Background: an optimization exercise with open tools, aiming at small area and a short achievable clock period. Do not read the settings as production practice. Function not checked in this run: the RTL went through the layout flow alone.

===== flow/flow/run.sh =====
#!/bin/bash
# Standard ORFS layout with two changes: ABC maps with an area-recovering
# script (flow/abc.script) instead of ORFS's, and ports get sky130 buf_1 buffers.
set -euo pipefail
W=$(pwd)
# synth_recipe.tcl with every abc call's -script replaced by flow/abc.script.
{
  head -n 1 synth_recipe.tcl
  echo "proc abc {args} { set i [lsearch -exact \$args -script]; if {\$i >= 0} { lset args [expr {\$i + 1}] $W/flow/abc.script }; yosys abc {*}\$args }"
  tail -n +2 synth_recipe.tcl
} > my_synth.tcl
bash standard.sh SYNTH_SCRIPT=$W/my_synth.tcl \
  "BUFFER_PORTS_ARGS=-buffer_cell sky130_fd_sc_hd__buf_1" finish > flow.log 2>&1

===== flow/flow/abc.script =====
strash
dch -f
amap
topo
stime -c

===== flow/standard.sh =====
#!/bin/bash
# synth_recipe.tcl (not shown) runs the flow's synth.tcl, then flattens the netlist and writes it again
# the make line also repeats each setting of config.mk as NAME=value (left out here)
make -C /OpenROAD-flow-scripts/flow DESIGN_CONFIG=/design/flow/config.mk WORK_HOME=/design/flow/orfs CLKGATE_MAP_FILE= SYNTH_SCRIPT=/design/flow/synth_recipe.tcl "${@:-finish}"

===== flow/config.mk =====
export PLATFORM = sky130hd
export DESIGN_NAME = bubble_sort
export DESIGN_NICKNAME = bubble_sort
export VERILOG_FILES = /design/flow/design.v
export SDC_FILE = /design/flow/constraint.sdc
export NUM_CORES = 4
export LEC_CHECK = 0
export CAP_MARGIN = 20
export CORE_MARGIN = 2
export CORE_UTILIZATION = 45
export PLACE_DENSITY = 0.6
export SLEW_MARGIN = 20

===== flow/constraint.sdc =====
create_clock -name core_clock -period 70.0 [get_ports {clk}]
set_input_delay 14.0000 -clock core_clock [delete_from_list [all_inputs] [get_ports {clk}]]
set_output_delay 14.0000 -clock core_clock [all_outputs]
set_load 0.01 [all_outputs]

===== flow/design.v =====
module cmp_swap_w
(input  [7:0] a, b,
 output [7:0] lo, hi);
	wire [8:0] g, l;
	assign g[8] = 1'b0;
	assign l[8] = 1'b0;
	genvar i;
	for (i = 7; i >= 0; i--) begin : g_bit
		assign lo[i] = (a[i] | g[i+1]) & (b[i] | l[i+1]);
		assign hi[i] = (a[i] & ~l[i+1]) | (b[i] & ~g[i+1]);
		assign g[i] = g[i+1] | (a[i] & ~lo[i]);
		assign l[i] = l[i+1] | (b[i] & ~lo[i]);
	end
endmodule
module cmp_swap_c
(input  [7:0] a, b,
 output [7:0] lo, hi);
	wire [8:0] c;
	assign c[0] = 1'b0;
	genvar i;
	for (i = 0; i < 8; i++) begin : g_bit
		assign c[i+1] = (a[i] & ~b[i]) | (a[i] & c[i]) | (~b[i] & c[i]);
	end
	wire sw = c[8];
	assign lo = sw ? b : a;
	assign hi = sw ? a : b;
endmodule
module bubble_sort
#(
parameter BW = 8,
parameter N = 16
)
(input clk, rstn,
 input [N*BW-1:0] inNum,
 output logic [N*BW-1:0] outNum);
logic [N*BW-1:0] array;
always @(posedge clk) begin
	array <= {inNum[127:120], inNum[119:112], inNum[111:104], inNum[103:96], inNum[95:88], inNum[87:80], inNum[79:72], inNum[71:64], inNum[63:56], inNum[55:48], inNum[47:40], inNum[39:32], inNum[31:24], inNum[23:16], inNum[15:8], inNum[7:0]};
end
wire [7:0] s1_0, s1_13;
cmp_swap_w u1_0_13 (.a(array[7:0]), .b(array[111:104]), .lo(s1_0), .hi(s1_13));
wire [7:0] s1_1, s1_12;
cmp_swap_w u1_1_12 (.a(array[15:8]), .b(array[103:96]), .lo(s1_1), .hi(s1_12));
wire [7:0] s1_2, s1_15;
cmp_swap_w u1_2_15 (.a(array[23:16]), .b(array[127:120]), .lo(s1_2), .hi(s1_15));
wire [7:0] s1_3, s1_14;
cmp_swap_w u1_3_14 (.a(array[31:24]), .b(array[119:112]), .lo(s1_3), .hi(s1_14));
wire [7:0] s1_4, s1_8;
cmp_swap_w u1_4_8 (.a(array[39:32]), .b(array[71:64]), .lo(s1_4), .hi(s1_8));
wire [7:0] s1_5, s1_6;
cmp_swap_w u1_5_6 (.a(array[47:40]), .b(array[55:48]), .lo(s1_5), .hi(s1_6));
wire [7:0] s1_7, s1_11;
cmp_swap_w u1_7_11 (.a(array[63:56]), .b(array[95:88]), .lo(s1_7), .hi(s1_11));
wire [7:0] s1_9, s1_10;
cmp_swap_w u1_9_10 (.a(array[79:72]), .b(array[87:80]), .lo(s1_9), .hi(s1_10));
wire [7:0] s2_0, s2_5;
cmp_swap_w u2_0_5 (.a(s1_0), .b(s1_5), .lo(s2_0), .hi(s2_5));
wire [7:0] s2_1, s2_7;
cmp_swap_w u2_1_7 (.a(s1_1), .b(s1_7), .lo(s2_1), .hi(s2_7));
wire [7:0] s2_2, s2_9;
cmp_swap_w u2_2_9 (.a(s1_2), .b(s1_9), .lo(s2_2), .hi(s2_9));
wire [7:0] s2_3, s2_4;
cmp_swap_w u2_3_4 (.a(s1_3), .b(s1_4), .lo(s2_3), .hi(s2_4));
wire [7:0] s2_6, s2_13;
cmp_swap_w u2_6_13 (.a(s1_6), .b(s1_13), .lo(s2_6), .hi(s2_13));
wire [7:0] s2_8, s2_14;
cmp_swap_w u2_8_14 (.a(s1_8), .b(s1_14), .lo(s2_8), .hi(s2_14));
wire [7:0] s2_10, s2_15;
cmp_swap_w u2_10_15 (.a(s1_10), .b(s1_15), .lo(s2_10), .hi(s2_15));
wire [7:0] s2_11, s2_12;
cmp_swap_w u2_11_12 (.a(s1_11), .b(s1_12), .lo(s2_11), .hi(s2_12));
wire [7:0] s3_0, s3_1;
cmp_swap_w u3_0_1 (.a(s2_0), .b(s2_1), .lo(s3_0), .hi(s3_1));
wire [7:0] s3_2, s3_3;
cmp_swap_w u3_2_3 (.a(s2_2), .b(s2_3), .lo(s3_2), .hi(s3_3));
wire [7:0] s3_4, s3_5;
cmp_swap_w u3_4_5 (.a(s2_4), .b(s2_5), .lo(s3_4), .hi(s3_5));
wire [7:0] s3_6, s3_8;
cmp_swap_w u3_6_8 (.a(s2_6), .b(s2_8), .lo(s3_6), .hi(s3_8));
wire [7:0] s3_7, s3_9;
cmp_swap_w u3_7_9 (.a(s2_7), .b(s2_9), .lo(s3_7), .hi(s3_9));
wire [7:0] s3_10, s3_11;
cmp_swap_w u3_10_11 (.a(s2_10), .b(s2_11), .lo(s3_10), .hi(s3_11));
wire [7:0] s3_12, s3_13;
cmp_swap_w u3_12_13 (.a(s2_12), .b(s2_13), .lo(s3_12), .hi(s3_13));
wire [7:0] s3_14, s3_15;
cmp_swap_w u3_14_15 (.a(s2_14), .b(s2_15), .lo(s3_14), .hi(s3_15));
wire [7:0] s4_0, s4_2;
cmp_swap_w u4_0_2 (.a(s3_0), .b(s3_2), .lo(s4_0), .hi(s4_2));
wire [7:0] s4_1, s4_3;
cmp_swap_w u4_1_3 (.a(s3_1), .b(s3_3), .lo(s4_1), .hi(s4_3));
wire [7:0] s4_4, s4_10;
cmp_swap_w u4_4_10 (.a(s3_4), .b(s3_10), .lo(s4_4), .hi(s4_10));
wire [7:0] s4_5, s4_11;
cmp_swap_w u4_5_11 (.a(s3_5), .b(s3_11), .lo(s4_5), .hi(s4_11));
wire [7:0] s4_6, s4_7;
cmp_swap_w u4_6_7 (.a(s3_6), .b(s3_7), .lo(s4_6), .hi(s4_7));
wire [7:0] s4_8, s4_9;
cmp_swap_w u4_8_9 (.a(s3_8), .b(s3_9), .lo(s4_8), .hi(s4_9));
wire [7:0] s4_12, s4_14;
cmp_swap_w u4_12_14 (.a(s3_12), .b(s3_14), .lo(s4_12), .hi(s4_14));
wire [7:0] s4_13, s4_15;
cmp_swap_w u4_13_15 (.a(s3_13), .b(s3_15), .lo(s4_13), .hi(s4_15));
wire [7:0] s5_1, s5_2;
cmp_swap_w u5_1_2 (.a(s4_1), .b(s4_2), .lo(s5_1), .hi(s5_2));
wire [7:0] s5_3, s5_12;
cmp_swap_w u5_3_12 (.a(s4_3), .b(s4_12), .lo(s5_3), .hi(s5_12));
wire [7:0] s5_4, s5_6;
cmp_swap_w u5_4_6 (.a(s4_4), .b(s4_6), .lo(s5_4), .hi(s5_6));
wire [7:0] s5_5, s5_7;
cmp_swap_w u5_5_7 (.a(s4_5), .b(s4_7), .lo(s5_5), .hi(s5_7));
wire [7:0] s5_8, s5_10;
cmp_swap_w u5_8_10 (.a(s4_8), .b(s4_10), .lo(s5_8), .hi(s5_10));
wire [7:0] s5_9, s5_11;
cmp_swap_w u5_9_11 (.a(s4_9), .b(s4_11), .lo(s5_9), .hi(s5_11));
wire [7:0] s5_13, s5_14;
cmp_swap_w u5_13_14 (.a(s4_13), .b(s4_14), .lo(s5_13), .hi(s5_14));
wire [7:0] s6_1, s6_4;
cmp_swap_w u6_1_4 (.a(s5_1), .b(s5_4), .lo(s6_1), .hi(s6_4));
wire [7:0] s6_2, s6_6;
cmp_swap_w u6_2_6 (.a(s5_2), .b(s5_6), .lo(s6_2), .hi(s6_6));
wire [7:0] s6_5, s6_8;
cmp_swap_w u6_5_8 (.a(s5_5), .b(s5_8), .lo(s6_5), .hi(s6_8));
wire [7:0] s6_7, s6_10;
cmp_swap_w u6_7_10 (.a(s5_7), .b(s5_10), .lo(s6_7), .hi(s6_10));
wire [7:0] s6_9, s6_13;
cmp_swap_w u6_9_13 (.a(s5_9), .b(s5_13), .lo(s6_9), .hi(s6_13));
wire [7:0] s6_11, s6_14;
cmp_swap_w u6_11_14 (.a(s5_11), .b(s5_14), .lo(s6_11), .hi(s6_14));
wire [7:0] s7_2, s7_4;
cmp_swap_w u7_2_4 (.a(s6_2), .b(s6_4), .lo(s7_2), .hi(s7_4));
wire [7:0] s7_3, s7_6;
cmp_swap_w u7_3_6 (.a(s5_3), .b(s6_6), .lo(s7_3), .hi(s7_6));
wire [7:0] s7_9, s7_12;
cmp_swap_w u7_9_12 (.a(s6_9), .b(s5_12), .lo(s7_9), .hi(s7_12));
wire [7:0] s7_11, s7_13;
cmp_swap_w u7_11_13 (.a(s6_11), .b(s6_13), .lo(s7_11), .hi(s7_13));
wire [7:0] s8_3, s8_5;
cmp_swap_w u8_3_5 (.a(s7_3), .b(s6_5), .lo(s8_3), .hi(s8_5));
wire [7:0] s8_6, s8_8;
cmp_swap_w u8_6_8 (.a(s7_6), .b(s6_8), .lo(s8_6), .hi(s8_8));
wire [7:0] s8_7, s8_9;
cmp_swap_w u8_7_9 (.a(s6_7), .b(s7_9), .lo(s8_7), .hi(s8_9));
wire [7:0] s8_10, s8_12;
cmp_swap_w u8_10_12 (.a(s6_10), .b(s7_12), .lo(s8_10), .hi(s8_12));
wire [7:0] s9_3, s9_4;
cmp_swap_w u9_3_4 (.a(s8_3), .b(s7_4), .lo(s9_3), .hi(s9_4));
wire [7:0] s9_5, s9_6;
cmp_swap_w u9_5_6 (.a(s8_5), .b(s8_6), .lo(s9_5), .hi(s9_6));
wire [7:0] s9_7, s9_8;
cmp_swap_w u9_7_8 (.a(s8_7), .b(s8_8), .lo(s9_7), .hi(s9_8));
wire [7:0] s9_9, s9_10;
cmp_swap_w u9_9_10 (.a(s8_9), .b(s8_10), .lo(s9_9), .hi(s9_10));
wire [7:0] s9_11, s9_12;
cmp_swap_w u9_11_12 (.a(s7_11), .b(s8_12), .lo(s9_11), .hi(s9_12));
wire [7:0] s10_6, s10_7;
cmp_swap_w u10_6_7 (.a(s9_6), .b(s9_7), .lo(s10_6), .hi(s10_7));
wire [7:0] s10_8, s10_9;
cmp_swap_w u10_8_9 (.a(s9_8), .b(s9_9), .lo(s10_8), .hi(s10_9));
always @(posedge clk) begin
	outNum <= {s4_15, s6_14, s7_13, s9_12, s9_11, s9_10, s10_9, s10_8, s10_7, s10_6, s9_5, s9_4, s9_3, s7_2, s6_1, s4_0};
end
endmodule

==> impl_results.md <==
* Max_cap viols at 0
* # port buffers at 256
* Slew Limit Fails at 0
* Top-area cell type share of the netlist area at 25.9%
* Yosys reg bits at 256
* Syn_area_per_cell at 5.94 um^2
* Fin util at 51.6%
* Via/cell ratio at 5.63
* Initial core utilization at 45.8%
* Required time of the critical path at 56000 ps
* CTS buffer count at 26
* Area growth from synthesis to layout at 12.8%
* CTS tree: done
* Met3 Resource Use GR at 2.59%
* Ports at 258
* Max Buffers Root-to-Sink at 3
* Grt met1 use at 37.6%
* Type of origin of the critical path: flip-flop
* Layout fillers at 4487
* Synth area leaders: dfxtp_1, clkinv_1, nor2_1
* Die ar. at 45600 um^2
* GRT met2 Usage at 53.5%
* Minimum clock period at 15060 ps
* # rows at 76
* Gr ovfl total at 0
* Largest net degree at the start of global routing at 14
* Clock-pin slew on the worst setup and hold paths at 60 ps
* Die H at 214 um
* Post-synth EDFFs at 0
* Core area at 43200 um^2
* Synth area leader: dfxtp_1
* Die Wd at 214 um
* Worst-path cell chain: buf_1
* Global Route Usage Sum at 30.3%
* Count leader, synth: clkinv_1
* Top FF cell, synth: dfxtp_1
* Final Non-Filler Cells at 4212
* Status: timing/DRC/antenna clean
* Setup TNS Final at 0 ps
* Clk sink count at 256
* R2r setup slk at 61420 ps
* Synth top cells by count: clkinv_1, nor2_1, o21ai_0
* Post-DRT Antenna Nets at 0
* Relative slew slack at 43.2%
* Final Hold Fails at 0
* CTS Hold Bufs at 0
* Critical Path AT at 1060 ps
* Post-route DRC violation count at 0
* Hold/Removal Path Class: reg -> reg
* Placed insts at 4168
* Max Clk Rate at 66.4 MHz
* DRT Pass-1 Iters at 6
* Worst Max-Slew Pin Slew at 844 ps
* CTS Root Cell: clkbuf_16
* Post-DP HPWL at 61500 um
* Ys Warns at 1
* Post-cts sizing count at 0
* Global placement routability congestion at 0.940
* Grt peak-use layer: met2
* H-tree lvl count at 1
* Global-route wire length before repair at 106000 um
* Initial drt markers at 1517
* Critical path class: reg -> out
* Synth Instances at 3327
* Post-CTS Setup Bufs at 0
* Synthesized net count at 3457
* ANT cells at 0
* CP delay by family, top: flip-flops
* Worst path max stage delay at 310 ps
* Crit share post-route at 21.5%
* Synth unique cells at 27
* Layout cell share with drive strength beyond 1 at 1.10%
* Post-synthesis async set-or-reset flop share at 0%
* Latest clock arrival within the worst-skew pair at 560 ps
* Final WL at 70500 um
* DR vias at 23.7k
* CP Capture Type: primary output
* Slowest-stage cell, CP: dfxtp_1
* Initial antenna violation count at 0
* Clk_skew at 16.1 ps
* Seq/Total Area, Yosys at 25.9%
* CP bufs+invs at 1
* Wire per inst at 16.7 um
* Vias in the first global route at 21.1k
* Fin nets at 3741
* Crit-path max FO at 1
* Post-synthesis cell area at 19800 um^2
* Final setup viols at 0
* Setup repair after global routing missed its margin: no
-- through the flow --
step | setup slack [ps] | instance area (um^2) | hold slack (ps)
floorplan | 55670 | 19800 | 670
global placement | 55530 | 21400 | 742
detailed placement | 55530 | 21400 | 775
CTS | 54910 | 22300 | 795
global route | 54900 | 22300 | 892
finish | 54940 | 22300 | 790
-- kinds of logic (layout without fill, tap and decap cells) --
| logic type | Yosys count | in the layout | synth area share (%) |
|---|---|---|---|
| buffers and inverters | 761 | 1061 | 14.5 |
| flip-flops | 256 | 256 | 25.9 |
| AND/OR/NAND/NOR | 950 | 950 | 19.6 |
| AO/OA/AOI/OAI | 1360 | 1360 | 40.0 |
-- sequential cells by signal, summed over array words and instances, names as in the netlist --
register and flops:
outNum 128, array 128
-- worst register-to-register path: cells and delay by family (launching register included) --
family | cells | cell delay, ps
AO/OA/AOI/OAI | 18 | 5020
buffers and inverters | 7 | 1150
flip-flops | 1 | 370
AND/OR/NAND/NOR | 11 | 1910
-- cells in the final DEF (no fill, tap or decap) --
cell type     n
clkbuf_8      4
a21boi_0      2
a21oi_1     359
nor2b_1      66
or2_0        11
a21o_1       13
clkinv_1    761
bufinv_16     2
a2bb2o_1      1
clkbuf_16    27
clkinv_2      6
nand2_1     131
nor3_1       57
o21ai_0     399
a32oi_1       2
o32ai_1       7
a22o_1        4
o22ai_1     363
o22a_1       18
a31oi_1       8
o21bai_1     32
and2_0       10
o21a_1        8
dfxtp_1     256
a31o_1        1
o32a_1        2
buf_1       256
o31ai_1       6
nor3b_1       2
or3_1         5
clkbuf_1      4
nor2_1      668
clkinvlp_4    1
a22oi_1     135
-- final cells by class --
class / count / area [um^2] / share of cell area, %
Multi-Input combinational cell: 2310 / 11800 / 52.8
Sequential cell: 256 / 5120 / 23.0
Inverter: 761 / 2860 / 12.8
Timing Repair Buffer: 256 / 961 / 4.31
Clock buffer: 35 / 746 / 3.35
Tap cell: 585 / 732 / 3.28
Clock inverter: 9 / 97.6 / 0.438
-- layer usage --
metal | wire, um | share of wire, % | up-vias
met5 | 0 | 0 | -
met4 | 3270 | 4.6 | 0
met3 | 3900 | 5.5 | 129
met2 | 33100 | 47 | 715
met1 | 30300 | 43 | 10800
li1 | - | - | 12000
-- final timing paths --
| kind | start | end | depth (start not counted) |
|---|---|---|---|
| hold / removal | array[95] | outNum[127] | 6 |
| hold reg to reg | array[95] | outNum[127] | 6 |
| setup reg to reg | array[63] | outNum[72] | 36 |
| setup / recovery | outNum[1] | outNum[1] | 1 |

afterwards: timing with drivers on the ports:
How much do the figures lean on ideal ports? The routed layout below was timed once more, with nothing changed but the port constraints.
Step 1, drivers: a clkbuf_16 drives clk and a buf_2 each remaining input, both assumed.
Step 2, shift: input delay + t, output delay - t, t = (earliest + latest rising clock arrival at the registers) / 2. This alone moves slack from input paths to output paths.
a / b / c = ideal ports / drivers / drivers and shift; a / b = the first two.
t, ns: 0.619
slack for setup (ns): 54.942 / 54.880 / 55.499
worst setup path after step 2: register to output
clock arrival spread, ns: 0.016 / 0.016
cell pins on the clock port's net: 1
After both steps this run still meets setup and hold. The setup slack of this run moves by -0.062 ns with the drivers and by +0.557 ns with both steps.
